This is an optimization exercise on Yosys and OpenROAD, whose aim is small area, not a production implementation.
Where RTL was checked, it was by simulation tests only, not by an equivalence proof against the original.
The RTL of runs 1, 4 and 6 to 8 was laid out without a check of its function.
The clock port is modelled as an ideal driver; clocking choices that lean on that would not hold on a real chip.
Power figures rest on the tool's default switching activity, not on a simulated workload.

==> flow/config.mk <==
export PLATFORM = sky130hd
export DESIGN_NAME = ts_speed
export DESIGN_NICKNAME = ts_speed
export VERILOG_FILES = /design/flow/design.v
export SDC_FILE = /design/flow/constraint.sdc
export NUM_CORES = 4
export LEC_CHECK = 0
export ABC_AREA = 1
export CAP_MARGIN = 20
export CORE_MARGIN = 2
export CORE_UTILIZATION = 60
export CTS_BUF_LIST = sky130_fd_sc_hd__clkbuf_8
export CTS_CLUSTER_DIAMETER = 100
export CTS_CLUSTER_SIZE = 50
export GPL_TIMING_DRIVEN = 0
export SLEW_MARGIN = 20
==> flow/constraint.sdc <==
create_clock -name core_clock -period 5.0 [get_ports {clk}]
set_input_delay 1.0000 -clock core_clock [delete_from_list [all_inputs] [get_ports {clk}]]
set_output_delay 1.0000 -clock core_clock [all_outputs]
set_load 0.01 [all_outputs]
==> flow/design.v <==
module ts_speed(
    clk,
    rst,
    ts_din,
    ts_din_en,
    rate_dout,
    rate_dout_en,
    rate_con_start,
    rate_con_end
);
    input         clk;
    input         rst;
    input  [31:0] ts_din;
    input         ts_din_en;
    input         rate_con_start;
    input         rate_con_end;
    output [7:0]  rate_dout;
    output        rate_dout_en;
    localparam IDLE = 2'd0, RATE_START = 2'd1, RATE_REC = 2'd2, RATE_SEND = 2'd3;
    localparam [10:0] CNT_START = {9'd200, 2'd1};    
    wire rec_end  = ~cnt[10] & ~cnt[9] & cnt[6] & cnt[5] & cnt[4] & cnt[2] & cnt[1];
    wire send_end = cnt[7] & cnt[5] & cnt[4] & cnt[3] & cnt[2] & cnt[0];
    reg  [1:0]  st;
    reg         en_r;
    reg  [10:0] cnt;
    reg         oen;         
    reg  [6:0]  lo [1:15];
    reg  [3:0]  slot0, slot1, slot2, slot3;
    wire in_start = (st == RATE_START);
    wire in_rec   = (st == RATE_REC);
    wire clr      = rst | in_start;
    always @(posedge clk) begin
        en_r <= ts_din_en;
        if (rst)
            st <= IDLE;
        else case (st)
            IDLE:       st <= rate_con_start ? RATE_START : IDLE;
            RATE_START: st <= rate_con_end ? IDLE : RATE_REC;
            RATE_REC:   st <= rate_con_end ? IDLE : rec_end ? RATE_SEND : RATE_REC;
            default:    st <= rate_con_end ? IDLE : send_end ? RATE_START : RATE_SEND;
        endcase
        oen <= ~rst & (st == RATE_SEND);
        if (in_start)
            cnt <= CNT_START;
        else begin
            cnt[1:0]  <= cnt[1] ? 2'd0 : cnt[1:0] + 2'd1;
            cnt[10:2] <= cnt[10:2] + cnt[1];
        end
    end
    wire [3:0] sel = oen ? cnt[5:2] : ts_din[3:0];
    reg  [6:0] rd;
    integer i;
    always @(*) begin
        rd = 7'd0;
        for (i = 1; i < 16; i = i + 1)
            if (sel == i) rd = lo[i];
    end
    wire hit  = in_rec & ts_din_en & ~en_r & (ts_din[31:4] == 28'd0);
    wire wrap = hit & (&rd);
    wire [6:0] wbus = clr ? 7'd0 : rd + 7'd1;
    genvar k;
    generate
        for (k = 1; k < 16; k = k + 1) begin : g_lo
            always @(posedge clk)
                if (clr | (hit & (sel == k)))
                    lo[k] <= wbus;
        end
    endgenerate
    always @(posedge clk) begin
        if (clr | wrap) begin
            slot0 <= clr ? 4'd0 : ts_din[3:0];
            slot1 <= clr ? 4'd0 : slot0;
            slot2 <= clr ? 4'd0 : slot1;
            slot3 <= clr ? 4'd0 : slot2;
        end
    end
    wire [3:0] ch = cnt[5:2];    
    wire [2:0] p = (slot0 == ch) + (slot1 == ch) + (slot2 == ch) + (slot3 == ch);
    wire [9:0] cval = {p, rd};
    wire [5:0] up     = cnt[7:2];
    wire [1:0] ph     = cnt[1:0];
    wire       is_cnt = up[5] & (up[3:0] != 4'd0);
    wire       lo_b   = oen & is_cnt & ph[1];       
    wire       mid_b  = oen & is_cnt & ph[0];       
    wire       h30    = oen & ~up[5] & ~up[0];      
    wire       h31    = oen & ~up[5] &  up[0];      
    wire       h32    = oen &  up[5] & (up[3:0] == 4'd0);   
    assign rate_dout[7:3] = {5{lo_b}} & cval[7:3];
    assign rate_dout[2]   = (lo_b & cval[2]) | h30;
    assign rate_dout[1]   = (lo_b & cval[1]) | (mid_b & cval[9]);
    assign rate_dout[0]   = (lo_b & cval[0]) | (mid_b & cval[8]) | (h30 & ph[1]) |
                            (h31 & ph[0]) | (h32 & ~ph[0]);
    assign rate_dout_en = oen;
endmodule
==> flow/flow/run.sh <==
#!/bin/bash
# Layout flow: the standard ORFS flow (standard.sh with synth_recipe.tcl)
# with these changes to how the layout is built:
#  - synthesis maps the logic with an area-oriented ABC script
#    (flow/abc_area.script, used through ABC_AREA=1 from a copy of ORFS's
#    scripts folder that differs only in that file); flip-flop mapping,
#    flattening and naming are the standard synthesis's;
#  - port buffers use sky130_fd_sc_hd__buf_1;
#  - clock tree synthesis inserts no dummy loads, and afterwards each leaf
#    clock buffer is shrunk to the smallest size that keeps every flip-flop clock
#    pin's slew under 95 ps (flow/post_cts.tcl).
# The make output goes to standard.log; each ORFS step keeps its own log
# under orfs/logs/.
set -euo pipefail
rm -rf myscripts
cp -r "$FLOW_HOME/scripts" myscripts
chmod -R u+w myscripts
cp -f flow/abc_area.script myscripts/abc_area.script
bash standard.sh \
  "SCRIPTS_DIR=$PWD/myscripts" \
  "POST_CTS_TCL=$PWD/flow/post_cts.tcl" \
  "BUFFER_PORTS_ARGS=-buffer_cell sky130_fd_sc_hd__buf_1" \
  "CTS_ARGS=-sink_clustering_enable -repair_clock_nets -sink_clustering_size 50 -sink_clustering_max_diameter 100 -buf_list sky130_fd_sc_hd__clkbuf_8 -dont_use_dummy_load" \
  finish > standard.log 2>&1
==> flow/flow/abc_area.script <==
strash
dch -f
amap
strash
dch -f
amap
strash
dch -f
amap
topo
==> flow/flow/post_cts.tcl <==
set clk_slew_target 0.095
if { [info exists ::env(CLK_SLEW_TARGET)] } { set clk_slew_target $::env(CLK_SLEW_TARGET) }
set clkbuf_sizes {sky130_fd_sc_hd__clkbuf_2 sky130_fd_sc_hd__clkbuf_4 sky130_fd_sc_hd__clkbuf_8 sky130_fd_sc_hd__clkbuf_16}

proc worst_clock_pin_slew {} {
  set worst 0.0
  foreach pin [get_pins -hierarchical */CLK] {
    foreach prop {slew_max_rise slew_max_fall} {
      set s [get_property $pin $prop]
      if { $s > $worst } { set worst $s }
    }
  }
  return $worst
}

estimate_parasitics -placement
puts "clock buffer resize: worst flip-flop clock slew before [worst_clock_pin_slew]"
set bufs {}
foreach inst [get_cells clkbuf_*] {
  # The root buffer (clkbuf_0_*) keeps its size, so the clock's insertion
  # delay stays as CTS made it.
  if { [string match clkbuf_0_* [get_full_name $inst]] } { continue }
  lappend bufs [get_full_name $inst]
}
set bufs [lsort -decreasing -dictionary $bufs]
foreach name $bufs {
  set inst [get_cells $name]
  set orig [get_property [get_lib_cells -of_objects $inst] name]
  set kept $orig
  foreach size $clkbuf_sizes {
    if { $size eq $orig } { break }
    replace_cell $inst $size
    if { [worst_clock_pin_slew] <= $clk_slew_target } {
      set kept $size
      break
    }
  }
  if { $kept ne [get_property [get_lib_cells -of_objects $inst] name] } {
    replace_cell $inst $kept
  }
  puts "clock buffer resize: $name $orig -> $kept"
}
puts "clock buffer resize: worst flip-flop clock slew after [worst_clock_pin_slew]"
detailed_placement
check_placement -verbose
==> flow/standard.sh <==
#!/bin/bash
# synth_recipe.tcl (not shown) runs the flow's synth.tcl, then flattens the netlist and writes it again
# the make line also repeats each setting of config.mk as NAME=value (left out here)
make -C /OpenROAD-flow-scripts/flow DESIGN_CONFIG=/design/flow/config.mk WORK_HOME=/design/flow/orfs CLKGATE_MAP_FILE= SYNTH_SCRIPT=/design/flow/synth_recipe.tcl "${@:-finish}"
==> results of run 1 <==
[worst max-delay path: cells and delay by family]
kind	cells	cell delay, ns
simple gates	3	0.92
compound gates	5	1.44
buf+inv	3	0.40
[area by class of cell]
type / instances / area share [%]
sequential: 136 / 63.7
multi-input combinational: 265 / 25.2
timing repair buffer: 49 / 3.60
clock buffer: 17 / 2.88
inverter: 40 / 2.43
tap: 111 / 2.25
[stage by stage]
step	power, mW	worst slack (ns)	instance area [µm²]	TNS, ns	utilization, %
finish	2.36	0.219	6180	0	67.5
global route	2.47	0.0853	6180	0	67.5
detailed placement	1.83	-0.168	5990	-3.53	65.5
global placement	1.81	-1.96	5910	-250.03	64.5
floorplan	1.69	0.411	5600	0	-
[sequential cells by signal (all words and copies together), names as in the netlist]
register and count:
lo 105, cnt 11, slot0 4, slot1 4
slot2 4, slot3 4, st 2, en_r 1
oen 1
[worst min-delay path by stage]
stage	from	end	slack, ns
floorplan	cnt[10]	cnt[10]	0.45
global placement	cnt[10]	cnt[10]	0.47
detailed placement	cnt[10]	cnt[10]	0.48
global route	cnt[10]	cnt[10]	0.53
finish	cnt[10]	cnt[10]	0.49
[layer usage]
layer | track usage, % | routed length (µm)
met4 | 10.1 | 280
met2 | 45.4 | 6400
met5 | 0 | 0
met1 | 35.8 | 5360
met3 | 5.41 | 723
[power by group through the flow]
| stage | combinational, mW | sequential [mW] | clock, mW |
|---|---|---|---|
| 5_1_grt | 0.380 | 1.49 | 0.602 |
| 6_report | 0.337 | 1.47 | 0.552 |
| 3_3_place_gp | 0.314 | 1.49 | 0 |
| 3_5_place_dp | 0.334 | 1.50 | 0 |
| 2_1_floorplan | 0.221 | 1.47 | 0 |
[kinds of logic (layout without fill, tap and decap cells)]
kind of cell | count (synthesis) | count (layout) | synth area share (%)
AOI/OAI and AO/OA | 96 | 96 | 12.5
adders and majority gates | 7 | 7 | 1.70
buffers and inverters | 40 | 106 | 2.68
DFF | 136 | 136 | 70.3
and+or+nand+nor | 162 | 162 | 12.8
[placed cells by master, fill, tap and decap left out, drive strengths merged, types with 2 or more instances in the layout]
master  count
a221oi      4
a22o        4
edfxtp    121
o32ai       2
a222oi      9
nor3        7
clkinv     39
ha          6
nor2       87
a311oi      2
and2        2
a211oi      4
buf        49
a22oi      24
o21a        3
nor2b      10
clkbuf     17
nand2      21
o221ai      6
nand4       7
o21ai       9
or2         3
o22ai      15
nand3      14
nor4        8
a21oi      10
dfxtp      15
==> impl_metrics.ini, run 1 <==
[placement]
place_hpwl_um = 8850
gp_congestion = 0.843
io_buffers = 45
dp.cells = 601

[floorplanning]
io_pins = 46
row_count = 35
die_h_um = 101
start_util_pct = 61.2
dieArea_mm2 = 0.0101
die_w_um = 101
core-area_mm2 = 0.00915

[detailed_routing]
dr.first_iter.drc_count = 387
drt-pass1-iter-count = 5
drc_errors = 0
antenna_left = 0
vias = 3859
avgViaCountPerCell = 6.24
drt-total-wl_um = 12800
wl_per_cell_um = 20.7

[setup_path]
cp_slowest_cell = or4_1
crit_arrival_ns = 3.78
ff2ff_path_depth = 13
path_cells = buf_1, o21ai_0, clkinv_1, nand2_1, nor2_1, a222oi_1, a31oi_1, or4_1, o32ai_2, o22ai_1, buf_1
worstReg2RegStart = oen
crit_fanout = 8
path_common_cell = buf_1
worst-endpoint-required_ns = 4.00
slowest_delay_ns = 0.56
crit_start = ts_din[0]
crit_end = rate_dout[2]
start_kind = input port
path_class = input port to output pin
end_kind = output pin
timing.rr.end = lo[14][3]
rrSetupSlack_ns = 0.62

[sta]
worstMarginPinSlew_ns = 1.07
hold_violations = 0
clock_skew_ns = 0.0245
slew_violations = 0
period_share_pct = 95.6
max_slew_margin_pct = 28.7
fin_hold_ws_ns = 0.489
period_minus_slack_ns = 4.78
rsz0062_at_grt = no
fmax_mhz = 209
final-setup-viol-count = 0

[power]
p_seq_share_pct = 62.3
switching_share_pct = 26.5
power.internal_mw = 1.73
irDropWorstVdd_mv = 0.248
leakage_nw = 2.05
clockPowerShare_pct = 23.4
power_switching_mw = 0.626
comb_power_share_pct = 14.3
power_density_mw_per_mm2 = 382

[grt]
gr-total-overflow = 0
grt_pass1_vias = 3739
track_usage_pct = 27.3
grt_pass1_wl_um = 20100
antenna_found_initial = 0
grt_max_degree = 30

[yosys]
async_flop_share_pct = 0
yosys.cell_types.count = 33
synth-seq-cells = 136
ys_warn_count = 2
ys_seq_area_share_pct = 70.3
yosysMostFrequentCell = edfxtp_1
synth_edf_count = 121
netlist_area_mm2 = 0.00560
synth_common_cells = 121 x edfxtp_1, 87 x nor2_1, 40 x clkinv_1, 24 x a22oi_1, 21 x nand2_1
syn_avg_cell_area_um2 = 12.7
synth_top_cell_by_area = edfxtp_1
synth_area_leaders = edfxtp_1 65%, nor2_1 5.8%, dfxtp_1 5.4%
syn_nets = 485
ys.flop_type = edfxtp_1
synth_top_area_share_pct = 64.9
syn-instance-count = 441

[worst_hold_path]
whs_path_depth = 1
hold_path_class = flop to flop

[finish]
diodes = 0
multi_input_area_mm2 = 0.00156
final-instance-count-excl-fill = 618
regArea_mm2 = 0.00394
nets = 553
areaGrowthSynthToFinish_pct = 10.4
nFillCells = 717
drive_gt1_share_pct = 6.11

[flow_run]
maxCapViolations = 0

[clock_tree]
cts_tree = built
insertion_delay_ns = 0.41
path_clk_slew_ns = 0.08
clkSinkCount = 136

[status]
status = complete, no violations
==> run 2: changes to the inputs <==
--- a/flow/design.v
+++ b/flow/design.v
@@ -28,7 +28,7 @@
     reg  [3:0]  slot0, slot1, slot2, slot3;
     wire in_start = (st == RATE_START);
     wire in_rec   = (st == RATE_REC);
-    wire clr      = rst | in_start;
+    wire clr      = in_start;
     always @(posedge clk) begin
         en_r <= ts_din_en;
         if (rst)
==> run 2 against run 1 <==
Still clean on timing, DRC and antenna. Core utilization shrank 0.47 points. Non-clock buffer count decreased by 2. Routed wire length up 2.0%. Critical path depth up 2. Critical endpoint is now rate_dout[5].
==> impl_metrics.ini, run 2 <==
[status]
status = complete, no violations

[worst_hold_path]
whs_path_depth = 1
hold_path_class = flop to flop

[yosys]
synth_top_cell_by_area = edfxtp_1
ys_seq_area_share_pct = 70.7
async_flop_share_pct = 0
syn_avg_cell_area_um2 = 12.9
synth-seq-cells = 136
synth_edf_count = 121
ys.flop_type = edfxtp_1
yosys.cell_types.count = 34
synth_area_leaders = edfxtp_1 65%, dfxtp_1 5.4%, nand2_1 3.4%
syn-instance-count = 431
ys_warn_count = 2
syn_nets = 475
yosysMostFrequentCell = edfxtp_1
synth_common_cells = 121 x edfxtp_1, 51 x nand2_1, 50 x nor2_1, 39 x clkinv_1, 17 x a22oi_1
synth_top_area_share_pct = 65.3
netlist_area_mm2 = 0.00556

[setup_path]
ff2ff_path_depth = 17
rrSetupSlack_ns = 0.49
end_kind = output pin
start_kind = input port
worst-endpoint-required_ns = 4.00
crit_arrival_ns = 3.77
path_class = input port to output pin
crit_fanout = 8

[floorplanning]
die_w_um = 100
row_count = 35
dieArea_mm2 = 0.0101
start_util_pct = 61.1
die_h_um = 100
core-area_mm2 = 0.00911
io_pins = 46

[placement]
io_buffers = 45
placed_area_mm2 = 0.00591
gp_congestion = 0.878
place_hpwl_um = 8920

[grt]
gr-total-overflow = 0
track_usage_pct = 28.1
grt_pass1_vias = 3762
met1_usage_pct = 35.3
busiest_layer = met2
antenna_found_initial = 0
grt_max_degree = 34
grt_pass1_wl_um = 20400
use_met3_pct = 8.84
met2_usage_pct = 46.4

[sta]
slew_violations = 0
period_minus_slack_ns = 4.77
fin_hold_ws_ns = 0.495
final.setup.tns_ns = 0
hold_violations = 0
max_slew_margin_pct = 27.2
fmax_mhz = 210
final-setup-viol-count = 0
period_share_pct = 95.4
worstMarginPinSlew_ns = 1.09
clock_skew_ns = 0.0285

[detailed_routing]
drc_errors = 0
avgViaCountPerCell = 6.38
antenna_left = 0
drt-pass1-iter-count = 7
dr.first_iter.drc_count = 347
drt-total-wl_um = 13000
vias = 3864
wl_per_cell_um = 21.5

[power]
leakage_nw = 1.96
power_density_mw_per_mm2 = 376
irDropWorstVdd_mv = 0.319

[finish]
post-route-util_pct = 67.0
layout_commonest_cell = edfxtp_1
reg_top3 = lo: 105 flops, cnt: 11 flops
nFillCells = 667
drive_gt1_share_pct = 6.26
final_cell_mix = 121 x edfxtp_1, 51 x nand2_1, 45 x buf_1
largest_register = lo
areaGrowthSynthToFinish_pct = 9.81
diodes = 0
largest_reg_flops = 105
design_area_mm2 = 0.00611
nets = 541

[clock_tree]
insertion_delay_ns = 0.41
clkSinkCount = 136
path_clk_slew_ns = 0.09
cts_tree = built

[flow_run]
maxCapViolations = 0
run 2: cells by family (layout without fill, tap and decap cells):
kind of cell	count (synthesis)	count (layout)	synth area share (%)
buf+inv	39	103	2.63
compound gates	99	99	12.9
fa+ha+maj	7	7	1.71
simple gates	150	150	12.0
flops	136	136	70.7
run 2: area by class of cell:
cell class                 instances  area [µm²]  share of cell area [%]
clock buffer                      17         175                    2.87
sequential                       136        3940                    64.4
inverter                          39         150                    2.46
multi-input combinational        256        1520                    25.0
timing repair buffer              47         184                    3.01
tap                              111         139                    2.27
run 2: worst paths after layout:
path,start,endpoint
hold reg to reg,cnt[10],cnt[10]
setup / recovery,ts_din[2],rate_dout[5]
setup reg to reg,cnt[2],lo[14][6]
hold / removal,cnt[10],cnt[10]
run 2: worst max-delay path, cell delays in order:
cell and delay (ns):
buf_1 0.09, o22ai_1 0.31, clkinv_1 0.14, nand2_1 0.14, nor2_1 0.17, a222oi_1 0.46
nand4_1 0.27, a221o_1 0.33, a221o_1 0.26, o21ai_0 0.08, a21boi_1 0.31, nor2_1 0.07
buf_1 0.14
run 2: per-layer routing:
metal  up-vias  wire length (µm)
li1       1794                 -
met1      1863              5140
met2       175              6570
met3        32               985
met4         0               329
met5         -                 0
run 2: power breakdown:
group,internal (mW),switching [mW],total [mW],leakage [nW]
logic,0.0944,0.225,0.319,0.611
clock network,0.222,0.330,0.552,0.0985
registers,1.37,0.0561,1.43,1.25
run 2: through the flow:
stage                     cells  total power [mW]  worst slack [ns]
after global routing        606              2.39           -0.0246
after global placement      587              1.74            -0.501
after floorplan             431              1.63             0.895
after detailed placement    589              1.76            -0.201
final                       606              2.30             0.232
==> run 3: changes to the inputs <==
--- a/flow/flow/run.sh
+++ b/flow/flow/run.sh
@@ -8,7 +8,7 @@
 #  - port buffers use sky130_fd_sc_hd__buf_1;
 #  - clock tree synthesis inserts no dummy loads, and afterwards each leaf
 #    clock buffer is shrunk to the smallest size that keeps every flip-flop clock
-#    pin's slew under 95 ps (flow/post_cts.tcl).
+#    pin's slew under 110 ps (flow/post_cts.tcl).
 # The make output goes to standard.log; each ORFS step keeps its own log
 # under orfs/logs/.
 set -euo pipefail
--- a/flow/flow/post_cts.tcl
+++ b/flow/flow/post_cts.tcl
@@ -1,4 +1,4 @@
-set clk_slew_target 0.095
+set clk_slew_target 0.110
 if { [info exists ::env(CLK_SLEW_TARGET)] } { set clk_slew_target $::env(CLK_SLEW_TARGET) }
 set clkbuf_sizes {sky130_fd_sc_hd__clkbuf_2 sky130_fd_sc_hd__clkbuf_4 sky130_fd_sc_hd__clkbuf_8 sky130_fd_sc_hd__clkbuf_16}
 
==> run 3 against run 2 <==
Non-clock buffer count did not move. Global-route usage is essentially flat. Largest cell class unchanged. Routed wire length fell by 0.12%. Highest routed layer unchanged. Clock skew is 0.016 ns higher. Sequential power barely moved. Cell area shrank 0.55%. Critical path type unchanged. Still clean on timing, DRC and antenna.
==> impl_metrics.ini, run 3 <==
[finish]
diodes = 0
largest_register = lo
drive_gt1_share_pct = 6.26
final_cell_mix = 121 x edfxtp_1, 51 x nand2_1, 45 x buf_1
largest_reg_flops = 105
reg_top3 = lo: 105 flops, cnt: 11 flops
areaGrowthSynthToFinish_pct = 9.20
layout_commonest_cell = edfxtp_1
nets = 541
design_area_mm2 = 0.00607

[grt]
antenna_found_initial = 0
track_usage_pct = 28.1
grt_max_degree = 34
gr-total-overflow = 0
grt_pass1_wl_um = 20400
grt_pass1_vias = 3763

[clock_tree]
insertion_delay_ns = 0.41
clkSinkCount = 136
path_clk_slew_ns = 0.09
cts_tree = built

[setup_path]
path_class = input port to output pin
end_kind = output pin
crit_arrival_ns = 3.77
start_kind = input port
crit_family = compound AO/OA/AOI/OAI gates
worst-endpoint-required_ns = 4.00
slowest_delay_ns = 0.46
path_cells = buf_1, o22ai_1, clkinv_1, nand2_1, nor2_1, a222oi_1, nand4_1, a221o_1, a221o_1, o21ai_0, a21boi_1, nor2_1, buf_1
crit_fanout = 8
cp_slowest_cell = a222oi_1
crit_buf_inv = 3

[power]
power_density_mw_per_mm2 = 369
leakage_nw = 1.94
irDropWorstVdd_mv = 0.308
power_mw = 2.24

[yosys]
synth-seq-cells = 136
synth_common_cells = 121 x edfxtp_1, 51 x nand2_1, 50 x nor2_1, 39 x clkinv_1, 17 x a22oi_1
syn-instance-count = 431
syn_nets = 475
ys.flop_type = edfxtp_1
synth_top_cell_by_area = edfxtp_1
ys_seq_area_share_pct = 70.7
synth_edf_count = 121
yosysMostFrequentCell = edfxtp_1
ys_warn_count = 2
netlist_area_mm2 = 0.00556
synth_top_area_share_pct = 65.3
syn_avg_cell_area_um2 = 12.9
synth_area_leaders = edfxtp_1 65%, dfxtp_1 5.4%, nand2_1 3.4%
async_flop_share_pct = 0
yosys.cell_types.count = 34

[floorplanning]
io_pins = 46
core-area_mm2 = 0.00911
dieArea_mm2 = 0.0101
die_h_um = 100
start_util_pct = 61.1
row_count = 35
die_w_um = 100

[detailed_routing]
drt-pass1-iter-count = 5
drt-total-wl_um = 13000
drc_errors = 0
vias = 3886
dr.first_iter.drc_count = 381
wl_per_cell_um = 21.5
avgViaCountPerCell = 6.41
antenna_left = 0

[sta]
worstMarginPinSlew_ns = 1.02
period_minus_slack_ns = 4.77
clock_skew_ns = 0.0443
fin_hold_ws_ns = 0.495
hold_violations = 0
max_slew_margin_pct = 31.8
fmax_mhz = 210
period_share_pct = 95.4
slew_violations = 0
final.setup.tns_ns = 0
final-setup-viol-count = 0

[placement]
gp_congestion = 0.878
place_hpwl_um = 8920
io_buffers = 45
placed_area_mm2 = 0.00591

[status]
status = complete, no violations

[worst_hold_path]
hold_path_class = flop to flop

[flow_run]
maxCapViolations = 0
## run 3: cell counts after synthesis
Identical to the previous run, type by type.
## run 3: final timing paths
| kind | start | endpoint | slack, ns | cells after the start |
|---|---|---|---|---|
| max reg2reg | cnt[2] | lo[1][6] | 0.46 | 17 |
| min | cnt[10] | cnt[10] | 0.49 | 1 |
| min reg2reg | cnt[10] | cnt[10] | 0.49 | 1 |
| max | ts_din[2] | rate_dout[5] | 0.23 | 13 |
## run 3: per-stage QoR
stage | worst slack, ns | std cells | util [%]
global placement | -0.501 | 587 | 64.4
detailed placement | -0.201 | 589 | 64.8
floorplan | 0.895 | 431 | -
finish | 0.232 | 606 | 66.7
global route | -0.00770 | 606 | 66.7
## run 3: where the power goes
group          internal (mW)  switching (mW)
registers               1.37          0.0563
logic                 0.0944           0.223
clock network          0.176           0.324
## run 3: worst register-to-register path, delay by kind of cell (launching register included)
| family | cells | cell delay, ns |
|---|---|---|
| buffers and inverters | 2 | 0.51 |
| AND/OR/NAND/NOR | 8 | 1.11 |
| AO/OA/AOI/OAI | 7 | 2.10 |
| flip-flops | 1 | 0.55 |
## run 3: cells by family (layout without fill, tap and decap cells)
kind of cell | Yosys count | count (layout) | share of synthesized area [%]
flops | 136 | 136 | 70.7
buf+inv | 39 | 103 | 2.63
fa+ha+maj | 7 | 7 | 1.71
compound gates | 99 | 99 | 12.9
simple gates | 150 | 150 | 12.0
## run 3: final cells by class
cell class                 instances  area, µm²
clock buffer                      17        141
fill                             672       3040
inverter                          39        150
multi-input combinational        256       1520
sequential                       136       3940
tap                              111        139
timing repair buffer              47        184
## run 3: per-layer routing
| layer | vias to the layer above | part of all wire, % | GRT usage, % |
|---|---|---|---|
| met1 | 1895 | 40 | 35.3 |
| li1 | 1799 | - | - |
| met4 | 0 | 2.3 | 10.1 |
| met5 | - | 0 | 0 |
| met2 | 166 | 51 | 46.4 |
| met3 | 26 | 6.9 | 8.84 |
==> run 4: changes to the inputs <==
--- a/flow/design.v
+++ b/flow/design.v
@@ -76,7 +76,10 @@
     end
     wire [3:0] ch = cnt[5:2];    
     wire [2:0] p = (slot0 == ch) + (slot1 == ch) + (slot2 == ch) + (slot3 == ch);
-    wire [9:0] cval = {p, rd};
+    reg  [2:0] p_r;
+    always @(posedge clk)
+        p_r <= p;
+    wire [9:0] cval = {p_r, rd};
     wire [5:0] up     = cnt[7:2];
     wire [1:0] ph     = cnt[1:0];
     wire       is_cnt = up[5] & (up[3:0] != 4'd0);
==> run 4 against run 3 <==
Fmax grew 4.3%. Register-to-register slack gained 0.16 ns. Cell area grew 1.4%. Sequential power is essentially flat. Clock skew shrank 0.014 ns. Clock power grew 4%. Synthesized cell count grew 2.8%. Critical path depth shrank 4. Global-route usage shrank 0.90 points. Count of clock-buffer cells in the layout is the same. Flip-flop and latch count grew 3. Largest power group unchanged. Highest routed layer unchanged.
==> impl_metrics.ini, run 4 <==
[finish]
nFillCells = 720
final_cell_mix = 121 x edfxtp_1, 56 x nand2_1, 51 x nor2_1
largest_reg_flops = 105
nets = 554
post-route-util_pct = 67.0
diodes = 0
drive_gt1_share_pct = 4.72
layout_commonest_cell = edfxtp_1
final-instance-count-excl-fill = 619
largest_register = lo
areaGrowthSynthToFinish_pct = 9.21
reg_top3 = lo: 105 flops, cnt: 11 flops

[yosys]
netlist_area_mm2 = 0.00564
synth_top_area_share_pct = 64.4
syn_nets = 487
synth_top_cell_by_area = edfxtp_1
synth_area_leaders = edfxtp_1 64%, dfxtp_1 6.4%, nand2_1 3.7%
yosys.cell_types.count = 33
ys_warn_count = 2
synth_edf_count = 121
synth_common_cells = 121 x edfxtp_1, 56 x nand2_1, 53 x nor2_1, 42 x clkinv_1
ys.flop_type = edfxtp_1
ys_seq_area_share_pct = 70.8
syn-instance-count = 443
yosysMostFrequentCell = edfxtp_1
synth-seq-cells = 139
syn_avg_cell_area_um2 = 12.7
async_flop_share_pct = 0

[sta]
worstMarginPinSlew_ns = 1.09
slew_violations = 0
clock_skew_ns = 0.0306
fmax_mhz = 219
period_minus_slack_ns = 4.57
final-setup-viol-count = 0
hold_violations = 0
rsz0062_at_grt = no
max_slew_margin_pct = 27.1
final.setup.tns_ns = 0
period_share_pct = 91.4

[detailed_routing]
vias = 3927
drt-total-wl_um = 12900
dr.first_iter.drc_count = 273
drc_errors = 0
drt-pass1-iter-count = 5
avgViaCountPerCell = 6.34
antenna_left = 0
wl_per_cell_um = 20.9

[clock_tree]
insertion_delay_ns = 0.41
cts_tree = built
path_clk_slew_ns = 0.08
clkSinkCount = 139

[grt]
grt_pass1_vias = 3827
track_usage_pct = 27.2
gr-total-overflow = 0
grt_pass1_wl_um = 19900
antenna_found_initial = 0
grt_max_degree = 26

[setup_path]
start_kind = input port
path_class = input port to output pin
end_kind = output pin
ff2ff_path_depth = 16
crit_fanout = 8
worst-endpoint-required_ns = 4.00
crit_arrival_ns = 3.57

[floorplanning]
row_count = 35
start_util_pct = 61.3
core-area_mm2 = 0.00920
dieArea_mm2 = 0.0102
io_pins = 46
die_h_um = 101
die_w_um = 101

[flow_run]
maxCapViolations = 0

[placement]
place_hpwl_um = 8790
io_buffers = 45
dp.cells = 602
gp_congestion = 0.861

[worst_hold_path]
whs_path_depth = 1
hold_path_class = flop to flop

[power]
irDropWorstVdd_mv = 0.239
power_density_mw_per_mm2 = 370
leakage_nw = 1.98

[status]
status = complete, no violations
run 4: worst max-delay path, cell delays in order:
cell and delay (ns):
buf_1 0.10, o21ai_0 0.32, nand2_1 0.18, nor2_1 0.69
clkinv_1 0.36, o22ai_1 0.27, a21boi_0 0.42, nor2_1 0.07
buf_1 0.14
run 4: routing by layer:
metal | part of all wire, % | GRT usage [%] | vias to the layer above
met2 | 50 | 47.4 | 183
met3 | 7.2 | 6.31 | 28
met5 | 0 | 0 | -
met1 | 40 | 33.4 | 1889
li1 | - | - | 1827
met4 | 3.0 | 9.88 | 0
run 4: worst paths after layout:
path              from           end  slack [ns]
min            cnt[10]       cnt[10]        0.50
max reg2reg     cnt[2]      lo[2][3]        0.62
min reg2reg    cnt[10]       cnt[10]        0.50
max          ts_din[0]  rate_dout[5]        0.43
run 4: cells by family (layout without fill, tap and decap cells):
kind of cell,Yosys count,in the layout,synth area share (%)
compound gates,97,97,12.4
buf+inv,42,107,2.80
fa+ha+maj,7,7,1.69
simple gates,158,158,12.4
flops,139,139,70.8
run 4: cell type report:
type / count / area, µm² / area share (%)
timing repair buffer: 48 / 209 / 3.39
sequential: 139 / 3990 / 64.8
tap: 111 / 139 / 2.25
multi-input combinational: 262 / 1510 / 24.5
clock buffer: 17 / 150 / 2.44
inverter: 42 / 158 / 2.56
run 4: stage by stage:
step,setup slack (ns),power (mW),area (µm²),hold slack [ns]
6_report,0.430,2.28,6160,0.503
3_5_place_dp,0.212,1.78,6010,0.491
5_1_grt,0.178,2.37,6160,0.546
2_1_floorplan,1.04,1.65,5640,0.450
3_3_place_gp,-0.652,1.76,5950,0.467
run 4: report_power, final:
| part | switching [mW] | internal (mW) | leakage, nW |
|---|---|---|---|
| combinational | 0.219 | 0.0931 | 0.625 |
| sequential | 0.0517 | 1.39 | 1.27 |
| clock | 0.331 | 0.188 | 0.0881 |
| total | 0.602 | 1.68 | 1.98 |
==> run 5: changes to the inputs <==
--- a/flow/design.v
+++ b/flow/design.v
@@ -76,10 +76,7 @@
     end
     wire [3:0] ch = cnt[5:2];    
     wire [2:0] p = (slot0 == ch) + (slot1 == ch) + (slot2 == ch) + (slot3 == ch);
-    reg  [2:0] p_r;
-    always @(posedge clk)
-        p_r <= p;
-    wire [9:0] cval = {p_r, rd};
+    wire [9:0] cval = {p, rd};
     wire [5:0] up     = cnt[7:2];
     wire [1:0] ph     = cnt[1:0];
     wire       is_cnt = up[5] & (up[3:0] != 4'd0);
--- a/flow/flow/run.sh
+++ b/flow/flow/run.sh
@@ -6,6 +6,8 @@
 #    scripts folder that differs only in that file); flip-flop mapping,
 #    flattening and naming are the standard synthesis's;
 #  - port buffers use sky130_fd_sc_hd__buf_1;
+#  - after global routing, gates on paths with positive slack are
+#    downsized (RECOVER_POWER=100);
 #  - clock tree synthesis inserts no dummy loads, and afterwards each leaf
 #    clock buffer is shrunk to the smallest size that keeps every flip-flop clock
 #    pin's slew under 110 ps (flow/post_cts.tcl).
@@ -19,6 +21,7 @@
 bash standard.sh \
   "SCRIPTS_DIR=$PWD/myscripts" \
   "POST_CTS_TCL=$PWD/flow/post_cts.tcl" \
+  "RECOVER_POWER=100" \
   "BUFFER_PORTS_ARGS=-buffer_cell sky130_fd_sc_hd__buf_1" \
   "CTS_ARGS=-sink_clustering_enable -repair_clock_nets -sink_clustering_size 50 -sink_clustering_max_diameter 100 -buf_list sky130_fd_sc_hd__clkbuf_8 -dont_use_dummy_load" \
   finish > standard.log 2>&1
==> run 5 against run 4 <==
Count of clock-buffer cells in the layout stayed put. Critical path type unchanged. Synthesized area is 1.4% lower. Still clean on timing, DRC and antenna. Flip-flop and latch count is 3 lower. Critical endpoint unchanged. Synthesized cell count is 2.7% lower. Critical path depth is 4 higher. Die area is 1.3% lower. Non-clock buffer count is 1 lower. Clock power is 4.0% lower. Global-route usage is 0.90 points higher. Highest routed layer unchanged. Power is 1.6% lower.
==> impl_metrics.ini, run 5 <==
[sta]
slew_violations = 0
fin_hold_ws_ns = 0.495
period_minus_slack_ns = 4.77
period_share_pct = 95.5
timing.final.ws_setup_ns = 0.227
worstMarginPinSlew_ns = 1.26
clock_skew_ns = 0.0418
max_slew_margin_pct = 15.4
final.setup.tns_ns = 0
final-setup-viol-count = 0
hold_violations = 0
fmax_mhz = 210

[yosys]
syn_nets = 475
yosysMostFrequentCell = edfxtp_1
async_flop_share_pct = 0
synth_top_area_share_pct = 65.3
ys_seq_area_share_pct = 70.7
netlist_area_mm2 = 0.00556
synth-seq-cells = 136
synth_edf_count = 121
syn_avg_cell_area_um2 = 12.9
ys.flop_type = edfxtp_1
syn-instance-count = 431
ys_warn_count = 2
synth_area_leaders = edfxtp_1 65%, dfxtp_1 5.4%, nand2_1 3.4%
synth_top_cell_by_area = edfxtp_1
yosys.cell_types.count = 34
synth_common_cells = 121 x edfxtp_1, 51 x nand2_1, 50 x nor2_1, 39 x clkinv_1, 17 x a22oi_1

[detailed_routing]
vias = 3860
antenna_left = 0
wl_per_cell_um = 21.5
avgViaCountPerCell = 6.37
drc_errors = 0
met1_length_um = 5270
dr_wl_met2_um = 6570
drt-total-wl_um = 13000
dr_wl_met3_um = 893
dr.first_iter.drc_count = 390
drt-pass1-iter-count = 8
highest_layer = met4

[finish]
largest_reg_flops = 105
design_area_mm2 = 0.00606
reg_top3 = lo: 105 flops, cnt: 11 flops
final_cell_mix = 121 x edfxtp_1, 51 x nand2_1, 45 x buf_1
areaGrowthSynthToFinish_pct = 9.02
post-route-util_pct = 66.6
diodes = 0
layout_commonest_cell = edfxtp_1
largest_register = lo
drive_gt1_share_pct = 5.86
nets = 541

[power]
irDropWorstVdd_mv = 0.309
power_density_mw_per_mm2 = 369
leakage_nw = 1.94

[worst_hold_path]
hold_path_class = flop to flop

[grt]
track_usage_pct = 28.1
grt_max_degree = 34
grt_pass1_wl_um = 20400
grt_pass1_vias = 3763
antenna_found_initial = 0
gr-total-overflow = 0

[clock_tree]
path_clk_slew_ns = 0.09
cts_tree = built
insertion_delay_ns = 0.41
clkSinkCount = 136

[floorplanning]
core-area_mm2 = 0.00911
die_h_um = 100
start_util_pct = 61.1
die_w_um = 100
row_count = 35
dieArea_mm2 = 0.0101
io_pins = 46

[setup_path]
crit_arrival_ns = 3.77
start_kind = input port
cp_slowest_cell = a222oi_1
worst-endpoint-required_ns = 4.00
end_kind = output pin
path_class = input port to output pin
path_cells = buf_1, o22ai_1, clkinv_1, nand2_1, nor2_1, a222oi_1, nand4_1, a221o_1, a221o_1, o21ai_0, a21boi_1, nor2_1, buf_1
slowest_delay_ns = 0.46
crit_fanout = 8

[placement]
placed_area_mm2 = 0.00591
place_hpwl_um = 8920
gp_congestion = 0.878
io_buffers = 45
dp_slack_ns = -0.201

[flow_run]
maxCapViolations = 0

[status]
status = complete, no violations
[run 5: cell types whose count changed after synthesis, moves of 2 or more]
cell	previous run	this run
nand2_1	56	51
a221oi_1	7	9
dfxtp_1	18	15
nor2_1	53	50
a22o_1	4	2
a222oi_1	9	11
a221o_1	0	3
clkinv_1	42	39
o22ai_1	15	11
o21ai_0	12	16
nand4_1	10	8
[run 5: layer usage]
metal  up-vias  GRT usage, %
met2       149          46.4
met1      1891          35.3
met3        25          8.84
met4         0          10.1
met5         -             0
li1       1795             -
[run 5: area by class of cell]
type | count | area, µm²
clock buffer | 17 | 141
inverter | 39 | 150
tap | 111 | 139
fill | 673 | 3050
timing repair buffer | 47 | 180
sequential | 136 | 3940
multi-input combinational | 256 | 1520
[run 5: logic make-up (layout without fill, tap and decap cells)]
group | count (synthesis) | after routing | share of synthesized area, %
flops | 136 | 136 | 70.7
compound gates | 99 | 99 | 12.9
buf+inv | 39 | 103 | 2.63
fa+ha+maj | 7 | 7 | 1.71
simple gates | 150 | 150 | 12.0
[run 5: final timing paths]
kind | depth (start not counted) | slack, ns | end | startpoint
setup reg to reg | 17 | 0.43 | lo[9][6] | oen
setup / recovery | 13 | 0.23 | rate_dout[5] | ts_din[2]
hold / removal | 1 | 0.49 | cnt[10] | cnt[10]
hold reg to reg | 1 | 0.49 | cnt[10] | cnt[10]
[run 5: report_power, final]
part | switching [mW] | internal [mW] | total, mW
Clock | 0.322 | 0.176 | 0.498
Sequential | 0.0556 | 1.37 | 1.43
Combinational | 0.223 | 0.0945 | 0.318
[run 5: through the flow]
stage          instances  power (mW)
5_1_grt              606        2.34
3_5_place_dp         589        1.76
2_1_floorplan        431        1.63
6_report             606        2.24
3_3_place_gp         587        1.74
[run 5: critical path: cells and delay by family]
family | cells | cell delay [ns]
AO/OA/AOI/OAI | 6 | 1.75
AND/OR/NAND/NOR | 4 | 0.66
buffers and inverters | 3 | 0.37
==> run 6: changes to the inputs <==
--- a/flow/design.v
+++ b/flow/design.v
@@ -47,7 +47,13 @@
             cnt[10:2] <= cnt[10:2] + cnt[1];
         end
     end
-    wire [3:0] sel = oen ? cnt[5:2] : ts_din[3:0];
+    reg        hit_r;
+    reg  [3:0] idx_r;
+    always @(posedge clk) begin
+        hit_r <= in_rec & ts_din_en & ~en_r & (ts_din[31:4] == 28'd0);
+        idx_r <= ts_din[3:0];
+    end
+    wire [3:0] sel = hit_r ? idx_r : cnt[5:2];
     reg  [6:0] rd;
     integer i;
     always @(*) begin
@@ -55,7 +61,7 @@
         for (i = 1; i < 16; i = i + 1)
             if (sel == i) rd = lo[i];
     end
-    wire hit  = in_rec & ts_din_en & ~en_r & (ts_din[31:4] == 28'd0);
+    wire hit  = hit_r;
     wire wrap = hit & (&rd);
     wire [6:0] wbus = clr ? 7'd0 : rd + 7'd1;
     genvar k;
@@ -68,7 +74,7 @@
     endgenerate
     always @(posedge clk) begin
         if (clr | wrap) begin
-            slot0 <= clr ? 4'd0 : ts_din[3:0];
+            slot0 <= clr ? 4'd0 : idx_r;
             slot1 <= clr ? 4'd0 : slot0;
             slot2 <= clr ? 4'd0 : slot1;
             slot3 <= clr ? 4'd0 : slot2;
--- a/flow/flow/run.sh
+++ b/flow/flow/run.sh
@@ -6,8 +6,6 @@
 #    scripts folder that differs only in that file); flip-flop mapping,
 #    flattening and naming are the standard synthesis's;
 #  - port buffers use sky130_fd_sc_hd__buf_1;
-#  - after global routing, gates on paths with positive slack are
-#    downsized (RECOVER_POWER=100);
 #  - clock tree synthesis inserts no dummy loads, and afterwards each leaf
 #    clock buffer is shrunk to the smallest size that keeps every flip-flop clock
 #    pin's slew under 110 ps (flow/post_cts.tcl).
@@ -21,7 +19,6 @@
 bash standard.sh \
   "SCRIPTS_DIR=$PWD/myscripts" \
   "POST_CTS_TCL=$PWD/flow/post_cts.tcl" \
-  "RECOVER_POWER=100" \
   "BUFFER_PORTS_ARGS=-buffer_cell sky130_fd_sc_hd__buf_1" \
   "CTS_ARGS=-sink_clustering_enable -repair_clock_nets -sink_clustering_size 50 -sink_clustering_max_diameter 100 -buf_list sky130_fd_sc_hd__clkbuf_8 -dont_use_dummy_load" \
   finish > standard.log 2>&1
==> run 6 against run 5 <==
Still clean. Register-to-register slack got worse by 0.18 ns. Core utilization rose by 4.3 points. Sequential power rose by 36%. Critical path depth fell by 2. Via count rose by 3.5%. Final cell count rose by 6.3%. Routed wire length rose by 0.38%. Setup slack got worse by 0.090 ns. First-iteration DRC count fell by 25%.
==> impl_metrics.ini, run 6 <==
[flow_run]
maxCapViolations = 0

[clock_tree]
insertion_delay_ns = 0.43
path_clk_slew_ns = 0.07
clkSinkCount = 141
cts_tree = built

[setup_path]
worstReg2RegStart = hit_r
crit_arrival_ns = 3.86
slowest_delay_ns = 0.60
worst-endpoint-required_ns = 4.00
path_cells = clkinv_4, o22ai_4, clkinv_1, nor4_4, a222oi_1, nand3_1, o22ai_1, a21oi_1, o22ai_2, o22ai_1, buf_1
path_common_cell = o22ai_1
timing.rr.end = lo[4][4]
crit_family = compound AO/OA/AOI/OAI gates
start_kind = flop
crit_buf_inv = 3
path_class = flop to output pin
cp_slowest_cell = nor4_4
rrSetupSlack_ns = 0.25
end_kind = output pin
crit_fanout = 17
ff2ff_path_depth = 15

[yosys]
syn_avg_cell_area_um2 = 12.9
async_flop_share_pct = 0
ys_warn_count = 2
synth_top_cell_by_area = edfxtp_1
netlist_area_mm2 = 0.00574
syn_nets = 489
synth_top_area_share_pct = 63.3
yosysMostFrequentCell = edfxtp_1
synth_area_leaders = edfxtp_1 63%, dfxtp_1 7.0%, clkinv_1 3.3%
ys.flop_type = edfxtp_1
ys_seq_area_share_pct = 70.3
synth-seq-cells = 141
synth_edf_count = 121
synth_common_cells = 121 x edfxtp_1, 50 x clkinv_1, 37 x nand2_1, 36 x nor2_1, 23 x o21ai_0
syn-instance-count = 445
yosys.cell_types.count = 34

[sta]
max_slew_margin_pct = 27.7
period_share_pct = 97.3
clock_skew_ns = 0.0462
final-setup-viol-count = 0
fmax_mhz = 206
period_minus_slack_ns = 4.86
hold_violations = 0
slew_violations = 0
worstMarginPinSlew_ns = 1.07
final.setup.tns_ns = 0
fin_hold_ws_ns = 0.486

[floorplanning]
start_util_pct = 62.1
core-area_mm2 = 0.00924
die_w_um = 102
die_h_um = 102
io_pins = 46
row_count = 35
dieArea_mm2 = 0.0104

[power]
switching_share_pct = 35.2
power.internal_mw = 2.37
leakage_nw = 2.07
irDropWorstVdd_mv = 0.330
power_density_mw_per_mm2 = 559
power_switching_mw = 1.29
comb_power_share_pct = 32.8
clockPowerShare_pct = 14.1
p_seq_share_pct = 53.1

[grt]
track_usage_pct = 26.2
grt_max_degree = 32
grt_pass1_wl_um = 19500
antenna_found_initial = 0
gr-total-overflow = 0
grt_pass1_vias = 3710

[detailed_routing]
drt-total-wl_um = 13100
vias = 3997
drc_errors = 0
drt-pass1-iter-count = 5
dr.first_iter.drc_count = 294
avgViaCountPerCell = 6.21
wl_per_cell_um = 20.3
antenna_left = 0

[worst_hold_path]
whs_path_depth = 2
hp-start = st[0]
hold_path_class = flop to flop
holdPathEnd = oen

[finish]
largest_reg_flops = 105
reg_top3 = lo: 105 flops, cnt: 11 flops
diodes = 0
design_area_mm2 = 0.00655
areaGrowthSynthToFinish_pct = 14.0
multi_input_area_mm2 = 0.00175
largest_register = lo
final_cell_mix = 121 x edfxtp_1, 47 x clkinv_1, 45 x buf_1
nets = 561
nFillCells = 635
drive_gt1_share_pct = 11.8
layout_commonest_cell = edfxtp_1
regArea_mm2 = 0.00404

[placement]
placed_area_mm2 = 0.00615
io_buffers = 45
gp_congestion = 0.856
place_hpwl_um = 8590

[status]
status = complete, no violations
## run 6: final cells by class
cell class	instances	area share, %
inverter	50	3.04
clock buffer	17	2.26
timing repair buffer	53	3.84
multi-input combinational	254	26.7
tap	129	2.47
sequential	141	61.7
## run 6: through the flow
step	instances	total power, mW	worst slack [ns]	util, %
2_1_floorplan	445	2.55	0.294	-
3_3_place_gp	619	2.92	-1.66	65.7
3_5_place_dp	622	3.02	-0.996	66.6
5_1_grt	644	3.83	-0.0392	70.8
6_report	644	3.66	0.137	70.8
## run 6: per-layer routing
layer | vias to the layer above | track usage [%] | wire (µm)
li1 | 1863 | - | -
met1 | 1951 | 33.4 | 5430
met2 | 153 | 43.2 | 6510
met3 | 30 | 6.36 | 759
met4 | 0 | 11.3 | 361
met5 | - | 0 | 0
## run 6: worst max path at each step
stage                     start           end  cells after the start
final                     hit_r  rate_dout[1]                     11
after global routing      hit_r      lo[4][4]                     15
after detailed placement  hit_r      slot3[0]                     16
after global placement    hit_r      slot3[0]                     16
after floorplan           hit_r      slot0[0]                     16
## run 6: power groups by stage
stage                     Combinational (mW)  Sequential, mW  Clock, mW
after global placement                 0.956            1.96          0
after floorplan                        0.620            1.93          0
after global routing                    1.30            1.97      0.566
final                                   1.20            1.94      0.518
after detailed placement                1.06            1.96          0
## run 6: worst register-to-register path, stage by stage (launching register included)
cell	delay, ns
dfxtp_4	0.48
clkinv_4	0.24
o22ai_4	0.45
clkinv_1	0.34
nor4_4	0.60
a222oi_1	0.24
nand3_1	0.18
o22ai_1	0.11
a21oi_1	0.29
o22ai_2	0.20
clkinv_1	0.08
ha_1	0.21
nand2_1	0.08
nor2_1	0.18
o21ai_0	0.13
a21oi_2	0.63
## run 6: kinds of logic (layout without fill, tap and decap cells)
group	count (synthesis)	in the layout	synth area share (%)
AO/OA/AOI/OAI	107	107	13.2
flip-flops	141	141	70.3
adder cells (fa/ha/maj)	7	7	1.66
buffers and inverters	50	120	3.27
AND/OR/NAND/NOR	140	140	11.6
==> run 7: changes to the inputs <==
--- a/flow/design.v
+++ b/flow/design.v
@@ -25,7 +25,8 @@
     reg  [10:0] cnt;
     reg         oen;         
     reg  [6:0]  lo [1:15];
-    reg  [3:0]  slot0, slot1, slot2, slot3;
+    reg  [3:0]  slot0, slot1, slot2;
+    reg         f4;          
     wire in_start = (st == RATE_START);
     wire in_rec   = (st == RATE_REC);
     wire clr      = in_start;
@@ -47,13 +48,7 @@
             cnt[10:2] <= cnt[10:2] + cnt[1];
         end
     end
-    reg        hit_r;
-    reg  [3:0] idx_r;
-    always @(posedge clk) begin
-        hit_r <= in_rec & ts_din_en & ~en_r & (ts_din[31:4] == 28'd0);
-        idx_r <= ts_din[3:0];
-    end
-    wire [3:0] sel = hit_r ? idx_r : cnt[5:2];
+    wire [3:0] sel = oen ? cnt[5:2] : ts_din[3:0];
     reg  [6:0] rd;
     integer i;
     always @(*) begin
@@ -61,9 +56,11 @@
         for (i = 1; i < 16; i = i + 1)
             if (sel == i) rd = lo[i];
     end
-    wire hit  = hit_r;
-    wire wrap = hit & (&rd);
-    wire [6:0] wbus = clr ? 7'd0 : rd + 7'd1;
+    wire hit  = in_rec & ts_din_en & ~en_r & (ts_din[31:4] == 28'd0);
+    wire wrap  = hit & (&rd);
+    wire full  = (slot2 != 4'd0);
+    wire [6:0] inc  = rd + 7'd1;
+    wire [6:0] wbus = clr ? 7'd0 : {inc[6] | (wrap & full), inc[5:0]};
     genvar k;
     generate
         for (k = 1; k < 16; k = k + 1) begin : g_lo
@@ -73,16 +70,19 @@
         end
     endgenerate
     always @(posedge clk) begin
-        if (clr | wrap) begin
-            slot0 <= clr ? 4'd0 : idx_r;
+        if (clr | (wrap & ~full)) begin
+            slot0 <= clr ? 4'd0 : ts_din[3:0];
             slot1 <= clr ? 4'd0 : slot0;
             slot2 <= clr ? 4'd0 : slot1;
-            slot3 <= clr ? 4'd0 : slot2;
         end
+        if (clr | (wrap & full))
+            f4 <= ~clr;
     end
     wire [3:0] ch = cnt[5:2];    
-    wire [2:0] p = (slot0 == ch) + (slot1 == ch) + (slot2 == ch) + (slot3 == ch);
-    wire [9:0] cval = {p, rd};
+    wire [1:0] p3 = (slot0 == ch) + (slot1 == ch) + (slot2 == ch);
+    wire       m4 = f4 & rd[6];
+    wire [2:0] p  = {p3[1] & p3[0] & m4, p3[1] ^ (p3[0] & m4), p3[0] ^ m4};
+    wire [9:0] cval = {p, rd[6] & ~f4, rd[5:0]};
     wire [5:0] up     = cnt[7:2];
     wire [1:0] ph     = cnt[1:0];
     wire       is_cnt = up[5] & (up[3:0] != 4'd0);
==> run 7 against run 6 <==
Synthesized area shrank 4.7%. Flip-flop and latch count down 8. Final cell count is 7.0% lower.
==> impl_metrics.ini, run 7 <==
[sta]
slew_violations = 0
max_slew_margin_pct = 27.3
fin_hold_ws_ns = 0.466
fmax_mhz = 207
worstMarginPinSlew_ns = 1.09
clock_skew_ns = 0.0528
hold_violations = 0
period_minus_slack_ns = 4.83
final-setup-viol-count = 0
timing.final.ws_setup_ns = 0.167
period_share_pct = 96.7

[grt]
met2_usage_pct = 44.0
grt_pass1_vias = 3770
track_usage_pct = 27.5
antenna_found_initial = 0
grt_pass1_wl_um = 20100
met1_usage_pct = 37.6
busiest_layer = met2
use_met3_pct = 6.04
gr-total-overflow = 0
grt_max_degree = 22

[clock_tree]
insertion_delay_ns = 0.41
cts_tree = built
clkSinkCount = 133
path_clk_slew_ns = 0.08

[yosys]
syn-instance-count = 410
ys_seq_area_share_pct = 70.2
synth_edf_count = 118
syn_nets = 453
synth_top_cell_by_area = edfxtp_1
async_flop_share_pct = 0
ys.flop_type = edfxtp_1
syn_avg_cell_area_um2 = 13.3
yosys.cell_types.count = 39
synth_top_area_share_pct = 64.7
netlist_area_mm2 = 0.00547
ys_warn_count = 2
synth_common_cells = 118 x edfxtp_1, 45 x clkinv_1, 34 x nor2_1, 23 x nand2_1, 21 x o21ai_0
synth_area_leaders = edfxtp_1 65%, dfxtp_1 5.5%, clkinv_1 3.1%
synth-seq-cells = 133
yosysMostFrequentCell = edfxtp_1

[power]
irDropWorstVdd_mv = 0.295
comb_power_share_pct = 15.5
power_switching_mw = 0.618
p_seq_share_pct = 63.1
power.internal_mw = 1.65
power_density_mw_per_mm2 = 357
switching_share_pct = 27.3
leakage_nw = 1.98
clockPowerShare_pct = 21.5

[finish]
diodes = 0
post-route-util_pct = 72.4
layout_commonest_cell = edfxtp_1
drive_gt1_share_pct = 14.3
nets = 536
final-instance-count-excl-fill = 599
largest_reg_flops = 105
areaGrowthSynthToFinish_pct = 15.9
reg_top3 = lo: 105 flops, cnt: 11 flops
final_cell_mix = 118 x edfxtp_1, 45 x buf_1, 41 x clkinv_1
largest_register = lo

[worst_hold_path]
holdPathEnd = cnt[10]
hold_path_class = flop to flop
hp-start = cnt[10]
whs_path_depth = 1

[floorplanning]
io_pins = 46
die_h_um = 99.5
die_w_um = 99.5
core-area_mm2 = 0.00876
start_util_pct = 62.5
row_count = 34
dieArea_mm2 = 0.00990

[setup_path]
start_kind = flop
crit_family = simple AND/OR/NAND/NOR gates
worst-endpoint-required_ns = 4.00
end_kind = output pin
rrSetupSlack_ns = 0.34
path_common_cell = a21oi_1
crit_fanout = 8
timing.rr.end = lo[14][6]
path_cells = clkinv_1, a21oi_4, buf_4, nand2_1, nor3_2, a21oi_1, nand4_1, o22a_1, and2_0, ha_1, nor2_1, a21oi_1, o221ai_1, buf_1
slowest_delay_ns = 0.55
crit_arrival_ns = 3.83
path_class = flop to output pin
worstReg2RegStart = cnt[5]
crit_buf_inv = 3
cp_slowest_cell = nor3_2
ff2ff_path_depth = 20

[status]
status = complete, no violations

[placement]
gp_congestion = 0.893
dp.cells = 568
io_buffers = 45
dp_slack_ns = -1.29
place_hpwl_um = 8520

[detailed_routing]
vias = 3913
drc_errors = 0
drt-pass1-iter-count = 5
drt-total-wl_um = 13100
dr.first_iter.drc_count = 289
wl_per_cell_um = 21.9
avgViaCountPerCell = 6.53
antenna_left = 0

[flow_run]
maxCapViolations = 0
run 7: worst register-to-register path, delay by kind of cell, from the launching register on:
family / cells / cell delay, ns
AO/OA/AOI/OAI: 4 / 1.45
AND/OR/NAND/NOR: 12 / 1.52
flip-flops: 1 / 0.51
adder cells (fa/ha/maj): 1 / 0.23
buffers and inverters: 3 / 0.62
run 7: kinds of logic after synthesis:
kind of cell | synth area share [%]
buffers and inverters | 3.09
AO/OA/AOI/OAI | 13.8
adder cells (fa/ha/maj) | 1.51
AND/OR/NAND/NOR | 11.3
flip-flops | 70.2
run 7: layout make-up:
| class | instances | area [µm²] |
|---|---|---|
| clock buffer | 17 | 139 |
| fill | 608 | 2420 |
| inverter | 45 | 179 |
| multi-input combinational | 232 | 1700 |
| sequential | 133 | 3850 |
| tap | 108 | 135 |
| timing repair buffer | 64 | 342 |
run 7: metrics by stage:
stage | area [µm²] | total power [mW] | TNS (ns)
floorplan | 5470 | 1.63 | 0
global placement | 5780 | 1.74 | -128.35
detailed placement | 5880 | 1.76 | -91.42
global route | 6340 | 2.37 | -0.113
finish | 6340 | 2.26 | 0
run 7: worst max path at each step:
stage	from	end	slack [ns]	cells past startpoint
6_report	cnt[5]	rate_dout[0]	0.17	14
5_1_grt	cnt[5]	rate_dout[0]	-0.1	14
3_5_place_dp	ts_din[1]	lo[12][6]	-1.29	20
3_3_place_gp	ts_din[0]	lo[4][6]	-1.59	20
2_1_floorplan	ts_din[0]	slot0[0]	0.07	17
run 7: power by group through the flow:
| stage | clock (mW) | sequential (mW) | combinational, mW |
|---|---|---|---|
| 5_1_grt | 0.536 | 1.44 | 0.388 |
| 2_1_floorplan | 0 | 1.43 | 0.200 |
| 3_5_place_dp | 0 | 1.45 | 0.311 |
| 3_3_place_gp | 0 | 1.45 | 0.293 |
| 6_report | 0.486 | 1.43 | 0.350 |
run 7: layer usage:
| layer | part of all wire (%) | vias to the layer above |
|---|---|---|
| met2 | 49 | 204 |
| met3 | 8.6 | 29 |
| li1 | - | 1792 |
| met5 | 0 | - |
| met4 | 2.6 | 0 |
| met1 | 40 | 1888 |
==> run 8: changes to the inputs <==
--- a/flow/design.v
+++ b/flow/design.v
@@ -80,8 +80,8 @@
     end
     wire [3:0] ch = cnt[5:2];    
     wire [1:0] p3 = (slot0 == ch) + (slot1 == ch) + (slot2 == ch);
-    wire       m4 = f4 & rd[6];
-    wire [2:0] p  = {p3[1] & p3[0] & m4, p3[1] ^ (p3[0] & m4), p3[0] ^ m4};
+    wire [2:0] p3i = f4 ? {p3[1] & p3[0], p3[1] ^ p3[0], ~p3[0]} : {1'b0, p3};
+    wire [2:0] p   = rd[6] ? p3i : {1'b0, p3};
     wire [9:0] cval = {p, rd[6] & ~f4, rd[5:0]};
     wire [5:0] up     = cnt[7:2];
     wire [1:0] ph     = cnt[1:0];
==> run 8 against run 7 <==
Still clean. Clock power is 5.8% higher. First-iteration DRC count is 70% higher. Count of clock-buffer cells in the layout stayed put. Register-to-register slack better by 0.03 ns. Power is 1.1% higher. Critical path depth is 2 lower.
==> impl_metrics.ini, run 8 <==
[status]
status = complete, no violations

[power]
power_switching_mw = 0.633
power.internal_mw = 1.66
clockPowerShare_pct = 22.5
power_density_mw_per_mm2 = 365
irDropWorstVdd_mv = 0.241
leakage_nw = 1.96
p_seq_share_pct = 62.2
comb_power_share_pct = 15.3
switching_share_pct = 27.7

[grt]
grt_pass1_wl_um = 20100
grt_max_degree = 30
track_usage_pct = 27.8
grt_pass1_vias = 3602
antenna_found_initial = 0
gr-total-overflow = 0

[setup_path]
crit_arrival_ns = 3.88
end_kind = output pin
ff2ff_path_depth = 20
crit_fanout = 8
worst-endpoint-required_ns = 4.00
path_class = input port to output pin
start_kind = input port

[sta]
rsz0062_at_grt = no
fmax_mhz = 205
period_minus_slack_ns = 4.88
slew_violations = 0
timing.final.ws_setup_ns = 0.125
max_slew_margin_pct = 25.5
clock_skew_ns = 0.0433
period_share_pct = 97.5
final-setup-viol-count = 0
hold_violations = 0
worstMarginPinSlew_ns = 1.11

[detailed_routing]
dr.first_iter.drc_count = 492
vias = 3923
wl_per_cell_um = 21.9
avgViaCountPerCell = 6.44
drt-pass1-iter-count = 5
antenna_left = 0
drt-total-wl_um = 13300
drc_errors = 0

[yosys]
synth_top_area_share_pct = 64.6
syn_nets = 467
syn_avg_cell_area_um2 = 12.9
synth-seq-cells = 133
synth_area_leaders = edfxtp_1 65%, dfxtp_1 5.5%, clkinv_1 3.2%
syn-instance-count = 424
netlist_area_mm2 = 0.00549
ys.flop_type = edfxtp_1
yosys.cell_types.count = 38
async_flop_share_pct = 0
synth_common_cells = 118 x edfxtp_1, 47 x clkinv_1, 38 x nor2_1, 28 x nand2_1, 27 x o21ai_0
synth_top_cell_by_area = edfxtp_1
ys_warn_count = 2
synth_edf_count = 118
yosysMostFrequentCell = edfxtp_1
ys_seq_area_share_pct = 70.0

[placement]
dp_slack_ns = -1.25
place_hpwl_um = 8580
gp_congestion = 0.919
io_buffers = 45

[clock_tree]
insertion_delay_ns = 0.42
clkSinkCount = 133
cts_tree = built
path_clk_slew_ns = 0.09

[finish]
reg_top3 = lo: 105 flops, cnt: 11 flops
nets = 546
final_cell_mix = 118 x edfxtp_1, 45 x buf_1, 41 x clkinv_1
largest_register = lo
post-route-util_pct = 71.1
areaGrowthSynthToFinish_pct = 14.2
diodes = 0
nFillCells = 624
largest_reg_flops = 105
drive_gt1_share_pct = 13.2
layout_commonest_cell = edfxtp_1

[floorplanning]
dieArea_mm2 = 0.00993
start_util_pct = 62.3
die_h_um = 99.6
core-area_mm2 = 0.00881
io_pins = 46
die_w_um = 99.6
row_count = 34

[worst_hold_path]
whs_path_depth = 2
hold_path_class = flop to flop

[flow_run]
maxCapViolations = 0
[run 8: path summary, 6_finish.rpt]
path	from	endpoint	slack [ns]
worst max register to register	oen	lo[2][6]	0.37
worst min register to register	cnt[6]	cnt[6]	0.53
worst min-delay path	cnt[6]	cnt[6]	0.53
worst max-delay path	ts_din[3]	rate_dout[1]	0.12
[run 8: final cells by class]
type                       instances  area, µm²  area share (%)
tap                              108        135            2.16
timing repair buffer              60        277            4.41
inverter                          47        196            3.14
sequential                       133       3850            61.4
clock buffer                      17        148            2.36
multi-input combinational        244       1660            26.5
[run 8: power by group through the flow]
| stage | combinational (mW) | sequential [mW] | clock (mW) |
|---|---|---|---|
| finish | 0.350 | 1.42 | 0.514 |
| global route | 0.386 | 1.43 | 0.563 |
| global placement | 0.302 | 1.44 | 0 |
| floorplan | 0.204 | 1.42 | 0 |
| detailed placement | 0.315 | 1.45 | 0 |
[run 8: metrics by stage]
stage / cell area, µm² / hold WS, ns / cells / setup TNS [ns] / total power, mW
floorplan: 5490 / 0.466 / 424 / 0 / 1.63
detailed placement: 5850 / 0.517 / 579 / -96.71 / 1.76
global route: 6260 / 0.571 / 609 / 0 / 2.38
global placement: 5790 / 0.508 / 577 / -97.86 / 1.74
finish: 6260 / 0.527 / 609 / 0 / 2.29
[run 8: cell families (layout without fill, tap and decap cells)]
family / Yosys count / after routing / share of synthesized area [%]
AOI/OAI and AO/OA: 105 / 105 / 13.4
adders and majority gates: 6 / 6 / 1.50
buffers and inverters: 47 / 124 / 3.21
DFF: 133 / 133 / 70.0
and+or+nand+nor: 133 / 133 / 11.8
[run 8: critical path: stages]
cell and delay, ns:
buf_1 0.18, o22ai_4 0.14, buf_4 0.19, nand2_1 0.21
nor3_2 0.16, a222oi_1 0.51, nand3_1 0.12, a221oi_1 0.47
nand4_1 0.25, o22ai_1 0.36, o22ai_1 0.13, buf_1 0.14
[run 8: layer usage]
layer  wire length (µm)  up-vias  global-route usage (%)  part of all wire [%]
li1                   -     1821                       -                     -
met1               5310     1863                    36.2                    40
met2               6560      202                    44.8                    49
met3               1010       37                    7.80                   7.6
met4                447        0                    11.0                   3.4
met5                  0        -                       0                     0

==> port drivers added, routing unchanged <==
The flow's constraints put no driver on any port. The routed layouts listed below were extracted and timed again, unchanged, in two steps.
Step 1 assumes that a clkbuf_16 drives the clock port and a buf_2 every other input.
Step 2 moves the port delays by t, midway between the first and last clock arrival at a register: inputs arrive t later, outputs are due t later. That takes back most of the time a late clock gives input paths.
a / b / c = ideal / step 1 / step 2; a / b = the first two.
| run | shift t [ns] | setup WS [ns] | cell pins on the clock port's net |
|---|---|---|---|
| run 1 | 0.435 | 0.219 / 0.196 / 0.058 | 1 |
| run 2 | 0.431 | 0.232 / 0.209 / 0.014 | 1 |
| run 3 | 0.420 | 0.232 / 0.208 / -0.020 | 1 |
| run 4 | 0.430 | 0.430 / 0.405 / 0.211 | 1 |
| run 5 | 0.422 | 0.227 / 0.203 / -0.038 | 1 |
| run 6 | 0.442 | 0.137 / 0.102 / 0.252 | 1 |
| run 7 | 0.414 | 0.167 / 0.137 / -0.168 | 1 |
| run 8 | 0.432 | 0.125 / 0.101 / -0.179 | 1 |
With both steps, setup timing fails in run 3, run 5, run 7 and run 8, where it was met with ideal ports. For run 7, which loses most, drivers alone change the setup slack by -0.030 ns; drivers and shift together by -0.335 ns.
